This is an optimization exercise on Yosys and OpenROAD, whose aim is small area, a short achievable clock period and few clock cycles, not a production implementation.
Function was checked by simulation only, so behaviour that the tests miss may differ from the original.
Power is estimated from default activity; no workload was simulated.

==> flow/design.v (excerpt) <==
module miniMIPS_Top
(
    input  wire         clk,
    input  wire         rst,
    output wire [31: 0] inst_addr,
    input  wire [31: 0] inst_data,
    output wire         data_wen,
    output wire [31: 0] data_addr,
    output wire [31: 0] data_dout,
    input  wire [31: 0] data_din
);
    reg  [31: 0] fpc;            
    reg  [31: 0] d_inst;         
    reg  [31: 0] d_rs;           
    reg  [31: 0] d_rt;
    reg          d_hs;           
    reg          d_ht;
    reg          d_ws;           
    reg          d_wt;
    reg          d_vs;           
    reg          d_vt;           
    reg  [31: 0] e_op1;
    reg  [31: 0] e_op2;
    reg  [31: 0] e_addr;         
    reg  [ 4: 0] e_rd;
    reg          e_wen;          
    reg          e_sub;
    reg          e_ssum;         
    reg          e_slog;         
    reg          e_sslt;         
    reg          e_ssh;          
  ...
Size in the first run: ~160 I/O pins, roughly 66000 um^2 of cells after synthesis.
clock: 9.0 ns
lec_check: 0
cap_margin: 20
core_margin: 2
core_utilization: 55
place_density: 0.65
setup_slack_margin: 5
slew_margin: 20
run.sh (not shown) runs the stock make flow with config.mk's settings and CLKGATE_MAP_FILE= SYNTH_SCRIPT=/design/flow/synth_recipe.tcl, a recipe that flattens the netlist after the stock synthesis.
The starting point ran to the end with no violations.
Testbench counts at the start, summed over its fixed seeds: cycles 55,394.
Edit:
--- a/flow/config.mk
+++ b/flow/config.mk
@@ -8,6 +8,5 @@
 export CAP_MARGIN = 20
 export CORE_MARGIN = 2
-export CORE_UTILIZATION = 55
-export PLACE_DENSITY = 0.65
+export CORE_UTILIZATION = 45
 export SETUP_SLACK_MARGIN = 5
 export SLEW_MARGIN = 20
After rerunning: The new run completed without violations; cell count goes up by 5.5%; clock power goes up by about 0.7%; non-clock buffer count goes up by 30.

oak:
The RTL this note starts from:
==> flow/design.v <==
module miniMIPS_Top
(
    input  wire         clk,
    input  wire         rst,
    output wire [31: 0] inst_addr,
    input  wire [31: 0] inst_data,
    output wire         data_wen,
    output wire [31: 0] data_addr,
    output wire [31: 0] data_dout,
    input  wire [31: 0] data_din
);
    reg  [31: 0] fpc;            
    reg  [31: 0] d_inst;         
    reg  [31: 0] d_rs;           
    reg  [31: 0] d_rt;
    reg          d_hs;           
    reg          d_ht;
    reg  [31: 0] e_op1;
    reg  [31: 0] e_op2;
    reg  [31: 0] e_addr;         
    reg  [ 4: 0] e_rd;
    reg          e_wen;          
    reg          e_sub;
    reg          e_ssum;         
    reg          e_slog;         
    reg          e_sslt;         
    reg          e_ssh;          
    reg  [ 4: 0] e_sa;           
    reg          w_en;           
    reg  [ 4: 0] w_rd;
    reg  [31: 0] w_res;
    reg  [ 1: 0] e_lop;          
    reg          e_sltu;
    reg          e_shr;          
    reg          e_sar;          
    reg          e_load;
    reg          e_store;
    reg          e_br;           
    reg  [ 1: 0] e_bc;           
    reg          e_pred;         
    wire [33: 0] sum34 = {1'b0, e_op1, 1'b1} + {1'b0, e_op2, e_sub};
    wire [31: 0] sum   = sum34[32:1];
    wire         b31   = ~e_op2[31];
    wire         slt   = (e_op1[31] ^ b31) ? (e_sltu ? b31 : e_op1[31]) : sum[31];
    reg  [31: 0] lres;
    always @(*) begin
        case (e_lop)
            2'd0: lres = e_op1 & e_op2;
            2'd1: lres = e_op1 | e_op2;
            2'd2: lres = e_op1 ^ e_op2;
            default: lres = ~(e_op1 | e_op2);
        endcase
    end
    wire [31: 0] sh_in;
    wire [31: 0] sh_out;
    wire [31: 0] sh_r;
    genvar gi;
    generate
        for (gi = 0; gi < 32; gi = gi + 1) begin : g_rev
            assign sh_in[gi]  = e_shr ? e_op2[gi] : e_op2[31-gi];
            assign sh_out[gi] = e_shr ? sh_r[gi]  : sh_r[31-gi];
        end
    endgenerate
    wire         sh_fill = e_sar & e_op2[31];
    wire [63: 0] sh_w    = {{32{sh_fill}}, sh_in} >> e_sa;
    assign sh_r = sh_w[31:0];
    wire [31: 0] ex_res = ({32{e_ssum}} & sum)
                        | ({32{e_slog}} & lres)
                        | {31'b0, e_sslt & slt}
                        | ({32{e_ssh}}  & sh_out)
                        | ({32{e_load}} & data_din);
    assign inst_addr = fpc;
    assign data_addr = e_addr;
    assign data_wen  = e_store;
    assign data_dout = e_op2;
    wire         eq_e   = (e_op1 == e_op2);
    wire         cnd_e  = (e_bc[1] ? (e_op1[31] | eq_e) : eq_e) ^ e_bc[0];
    wire         miss   = e_br & (cnd_e ^ e_pred);
    wire [31: 0] rf [0:31];
    assign rf[0] = 32'b0;
    generate
        for (gi = 1; gi < 32; gi = gi + 1) begin : g_rf
            reg [31: 0] q;
            always @(posedge clk) begin
                if (w_en && w_rd == gi) q <= w_res;
            end
            assign rf[gi] = q;
        end
    endgenerate
    wire [ 5: 0] opc   = d_inst[31:26];
    wire [ 4: 0] rs    = d_inst[25:21];
    wire [ 4: 0] rt    = d_inst[20:16];
    wire [ 4: 0] rd    = d_inst[15:11];
    wire [ 4: 0] sa    = d_inst[10: 6];
    wire [ 5: 0] fn    = d_inst[ 5: 0];
    wire [15: 0] imm   = d_inst[15: 0];
    wire         i_mem   = opc[5];                        
    wire         i_ialu  = ~opc[5] & opc[3];              
    wire         i_low   = ~opc[5] & ~opc[3];             
    wire         i_spec  = i_low & ~opc[2] & ~opc[1];     
    wire         i_j     = i_low & ~opc[2] & opc[1];      
    wire         i_jal   = i_j & opc[0];
    wire         i_br    = i_low & opc[2];
    wire         i_load  = i_mem & ~opc[3];
    wire         i_store = i_mem & opc[3];
    wire         r_jr    = ~fn[5] & fn[3];
    wire         r_sh    = ~fn[5] & ~fn[3];
    wire         r_shi   = r_sh & ~fn[2];                 
    wire         i_jr    = i_spec & r_jr;
    reg  [ 4: 0] dst;
    always @(*) begin
        if (i_spec)      dst = r_jr ? 5'd0 : rd;
        else if (i_jal)  dst = 5'd31;
        else if (i_ialu | i_load) dst = rt;
        else             dst = 5'd0;
    end
    reg          c_sub;
    reg  [ 1: 0] c_rsel;
    reg  [ 1: 0] c_lop;
    reg          c_sltu;
    always @(*) begin
        c_sub  = 1'b0;
        c_rsel = 2'd0;
        c_lop  = 2'd0;
        c_sltu = 1'b0;
        if (i_spec) begin
            if (r_sh) c_rsel = 2'd3;
            else if (fn[3]) begin            
                c_sub = 1'b1; c_rsel = 2'd2; c_sltu = fn[0];
            end else if (fn[2]) begin        
                c_rsel = 2'd1; c_lop = fn[1:0];
            end else begin                   
                c_sub = fn[1];
            end
        end else if (i_ialu) begin
            case (opc[2:0])
                3'b010: begin c_sub = 1'b1; c_rsel = 2'd2; end
                3'b011: begin c_sub = 1'b1; c_rsel = 2'd2; c_sltu = 1'b1; end
                3'b100: begin c_rsel = 2'd1; c_lop = 2'd0; end
                3'b101: begin c_rsel = 2'd1; c_lop = 2'd1; end
                3'b110: begin c_rsel = 2'd1; c_lop = 2'd2; end
                3'b111: begin c_rsel = 2'd1; c_lop = 2'd1; end    
                default: ;
            endcase
        end
    end
    wire [31: 0] sext = {{16{imm[15]}}, imm};
    reg  [31: 0] imm32;
    always @(*) begin
        if (i_jal)                                imm32 = 32'b0;
        else if (i_ialu & (opc[2:0] == 3'b111))   imm32 = {imm, 16'b0};
        else if (i_ialu & opc[2])                 imm32 = {16'b0, imm};
        else                                      imm32 = sext;
    end
    wire         use_imm = i_ialu | i_load | i_jal;
    wire         use_sa  = i_spec & r_shi;
    wire [31: 0] rs_rf = d_rs;
    wire [31: 0] rt_rf = d_rt;
    wire         hit_s = d_hs;           
    wire         hit_t = d_ht;
    wire [31: 0] rs_v  = hit_s ? ex_res : rs_rf;
    wire [31: 0] rt_v  = hit_t ? ex_res : rt_rf;
    wire [31: 0] pc_inc    = fpc + 32'd4;
    wire [31: 0] br_target = fpc + {sext[29:0], 2'b00};
    wire [31: 0] j_target  = {fpc[31:28], d_inst[25:0], 2'b00};
    wire         stall   = i_mem & hit_s;
    wire         bubble  = stall | miss;
    wire [31: 0] addr_n  = rs_rf + sext;
    wire         eq_d    = (rs_rf == rt_rf);
    wire         cnd_d   = (opc[1] ? (rs_rf[31] | eq_d) : eq_d) ^ opc[0];
    wire         dep_alu = hit_s | (hit_t & ~opc[1]);
    wire         pred    = imm[15];                       
    wire         br_same = ~opc[1] & (rs == rt);
    wire [31: 0] zd_p    = e_op1 ^ e_op2;
    wire [31: 0] zd_o    = {e_op1[30:0] | e_op2[30:0], e_sub};
    wire         zd      = ~|(zd_p ^ zd_o);
    wire         br_zd   = ~opc[1] & (rt == 5'd0) & hit_s & e_ssum;
    wire         tk_d    = br_same ? ~opc[0] :
                           br_zd   ? (zd ^ opc[0]) :
                           dep_alu ? pred : cnd_d;
    wire [31: 0] op1_o = use_sa ? {27'b0, sa} : (i_jal ? pc_inc : rs_rf);
    wire [31: 0] op2_o = (use_imm ? imm32 : rt_rf) ^ {32{c_sub}};
    wire [31: 0] op1_n = (hit_s & ~use_sa & ~i_jal) ? ex_res : op1_o;
    wire [31: 0] op2_n = (hit_t & ~use_imm)          ? (ex_res ^ {32{c_sub}}) : op2_o;
    wire [31: 0] ea_n  = i_br ? (pred ? pc_inc : br_target) : addr_n;
    reg  [31: 0] fpc_n;
    always @(*) begin
        if (miss)                 fpc_n = e_addr;
        else if (stall)           fpc_n = fpc;
        else if (i_jr)            fpc_n = rs_v;
        else if (i_j)             fpc_n = j_target;
        else if (i_br & tk_d)     fpc_n = br_target;
        else                      fpc_n = pc_inc;
    end
    wire [ 4: 0] f_rs   = inst_data[25:21];
    wire [ 4: 0] f_rt   = inst_data[20:16];
    wire [31: 0] f_rs_v = (e_wen & (e_rd == f_rs)) ? ex_res :
                          (w_en  & (w_rd == f_rs)) ? w_res  : rf[f_rs];
    wire [31: 0] f_rt_v = (e_wen & (e_rd == f_rt)) ? ex_res :
                          (w_en  & (w_rd == f_rt)) ? w_res  : rf[f_rt];
    always @(posedge clk) begin
        if (stall) begin
            d_rs <= rs_v;
            d_rt <= rt_v;
        end else begin
            d_rs <= f_rs_v;
            d_rt <= f_rt_v;
        end
    end
    always @(posedge clk, posedge rst) begin
        if (rst) begin
            fpc    <= 32'b0;
            d_inst <= 32'b0;
            d_hs   <= 1'b0;
            d_ht   <= 1'b0;
        end else begin
            fpc    <= {fpc_n[31:2], 2'b00};
            d_hs   <= ~bubble & (dst != 5'd0) & (dst == f_rs);
            d_ht   <= ~bubble & (dst != 5'd0) & (dst == f_rt);
            if (miss)        d_inst <= 32'b0;
            else if (!stall) d_inst <= inst_data;
        end
    end
    always @(posedge clk, posedge rst) begin
        if (rst) begin
            e_rd    <= 5'd0;
            e_wen   <= 1'b0;
            e_load  <= 1'b0;
            e_store <= 1'b0;
            e_br    <= 1'b0;
        end else begin
            e_rd    <= dst;
            e_wen   <= (dst != 5'd0) & ~stall;
            e_load  <= i_load & ~stall;
            e_store <= i_store & ~stall;
            e_br    <= i_br & dep_alu & ~br_same & ~br_zd;
        end
    end
    always @(posedge clk, posedge rst) begin
        if (rst) begin
            w_en <= 1'b0;
            w_rd <= 5'd0;
        end else begin
            w_en <= e_wen;
            w_rd <= e_rd;
        end
    end
    always @(posedge clk) begin
        w_res  <= ex_res;
        e_op1  <= op1_n;
        e_op2  <= op2_n;
        e_addr <= ea_n;
        e_sub  <= c_sub;
        e_ssum <= (c_rsel == 2'd0) & ~i_load;
        e_slog <= (c_rsel == 2'd1);
        e_sslt <= (c_rsel == 2'd2);
        e_ssh  <= (c_rsel == 2'd3);
        e_sa   <= (c_rsel == 2'd3) ? op1_n[4:0] : 5'd0;
        e_lop  <= c_lop;
        e_sltu <= c_sltu;
        e_shr  <= fn[1];
        e_sar  <= fn[0];
        e_bc   <= opc[1:0];
        e_pred <= pred;
    end
endmodule
Settings: LEC_CHECK=0, CAP_MARGIN=20, CORE_MARGIN=2, CORE_UTILIZATION=55, PLACE_DENSITY=0.65, SETUP_SLACK_MARGIN=5, SLEW_MARGIN=20; clock period 9.0 ns.
Testbench counts of oak, summed over its fixed seeds: cycles 54,634.
Modified inputs, pine compared to oak
# oak
export LEC_CHECK = 0
export CAP_MARGIN = 20
export CORE_MARGIN = 2
export CORE_UTILIZATION = 55
export PLACE_DENSITY = 0.65
export SETUP_SLACK_MARGIN = 5
export SLEW_MARGIN = 20
create_clock -name core_clock -period 9.0 [get_ports {clk}]
# pine
export LEC_CHECK = 0
export CAP_MARGIN = 20
export CORE_MARGIN = 2
export CORE_UTILIZATION = 55
export CTS_CLUSTER_DIAMETER = 110
export CTS_CLUSTER_SIZE = 24
export PLACE_DENSITY = 0.65
export SETUP_SLACK_MARGIN = 5
export SLEW_MARGIN = 20
create_clock -name core_clock -period 9.0 [get_ports {clk}]
Notes after the runs:
oak -> pine: per-cell via count in the routed design flat. Changes observed in pine relative to oak: met2 demand-to-capacity share in global routing has decreased; summed area of non-filler cells in the final layout has decreased. Between pine and oak, the non-clock buffer count does not differ in any meaningful way. Changes observed in pine relative to oak: utilization now smaller, die area comparable, tightest slew margin relative to the limit comparable. pine vs oak, depth of the worst register-to-register path went up by 1. Looking only at wire length, and setting everything else aside, the higher value of pine and oak goes to oak. Compared with oak, pine shows a lower first-pass GRT wire length. Of the two candidates, oak has the worse final hold slack and pine the better one.
The following lists how birch was set up differently from pine:
# pine
export LEC_CHECK = 0
export CAP_MARGIN = 20
export CORE_MARGIN = 2
export CORE_UTILIZATION = 55
export CTS_CLUSTER_DIAMETER = 110
export CTS_CLUSTER_SIZE = 24
export PLACE_DENSITY = 0.65
export SETUP_SLACK_MARGIN = 5
export SLEW_MARGIN = 20
create_clock -name core_clock -period 9.0 [get_ports {clk}]
# birch
export LEC_CHECK = 0
export CAP_MARGIN = 20
export CORE_MARGIN = 2
export CORE_UTILIZATION = 55
export CTS_CLUSTER_DIAMETER = 90
export CTS_CLUSTER_SIZE = 20
export PLACE_DENSITY = 0.65
export SETUP_SLACK_MARGIN = 5
export SLEW_MARGIN = 20
create_clock -name core_clock -period 9.0 [get_ports {clk}]
--- outcome ---
birch: flow completed, timing, DRC and antenna clean. pine has lower clock buffer count than birch. Compared with pine, birch shows total power after layout that has gone up by a few percent. Worst setup path endpoint = d_rs[23]$_DFF_P_: pine; worst setup path endpoint = d_rs[28]$_DFF_P_: birch. Looking only at clock network latency to the later pin of the worst-skew pair, and setting everything else aside, the lower value of birch and pine goes to birch. On birch: count of antenna diodes in the layout is 1 higher than what pine gave. Changes observed in birch relative to pine: number of buffers and inverters on the critical path rose 1; power consumed by the clock network went up; routing usage on met3 now larger. birch ends up with lower proportion of power drawn by combinational gates than pine does.

what the ideal ports hide:
Ports are ideal in the flow. The routed layouts listed here were re-timed in OpenROAD. Step 1 (the two cells are an assumption about what drives the block):
set clk [get_ports {clk}]
set_driving_cell -lib_cell sky130_fd_sc_hd__clkbuf_16 $clk
set_driving_cell -lib_cell sky130_fd_sc_hd__buf_2 [delete_from_list [all_inputs] $clk]
Step 2, shift: input delay + t, output delay - t, t = (earliest + latest rising clock arrival at the registers) / 2. This alone moves slack from input paths to output paths. Slacks: no drivers / after step 1 / after step 2; pairs: no drivers / after step 1.
| run | t, ns | setup slack, ns | hold WS [ns] |
|---|---|---|---|
| the first run of note 1 | 0.875 | 4.865 / 4.926 / 4.051 | 0.376 / 0.376 / 0.376 |
| the second run of note 1 | 0.899 | 4.788 / 4.827 / 3.927 | 0.399 / 0.399 / 0.399 |
| oak | 0.839 | 4.868 / 4.878 / 4.039 | 0.445 / 0.445 / 0.445 |
| pine | 0.831 | 4.818 / 4.796 / 3.966 | 0.453 / 0.453 / 0.453 |
| birch | 0.789 | 4.879 / 4.802 / 4.013 | 0.452 / 0.452 / 0.452 |
After both steps setup and hold are still met in every run listed. The setup slack of birch, which loses most, moves by -0.077 ns with the drivers and by -0.866 ns with both steps.
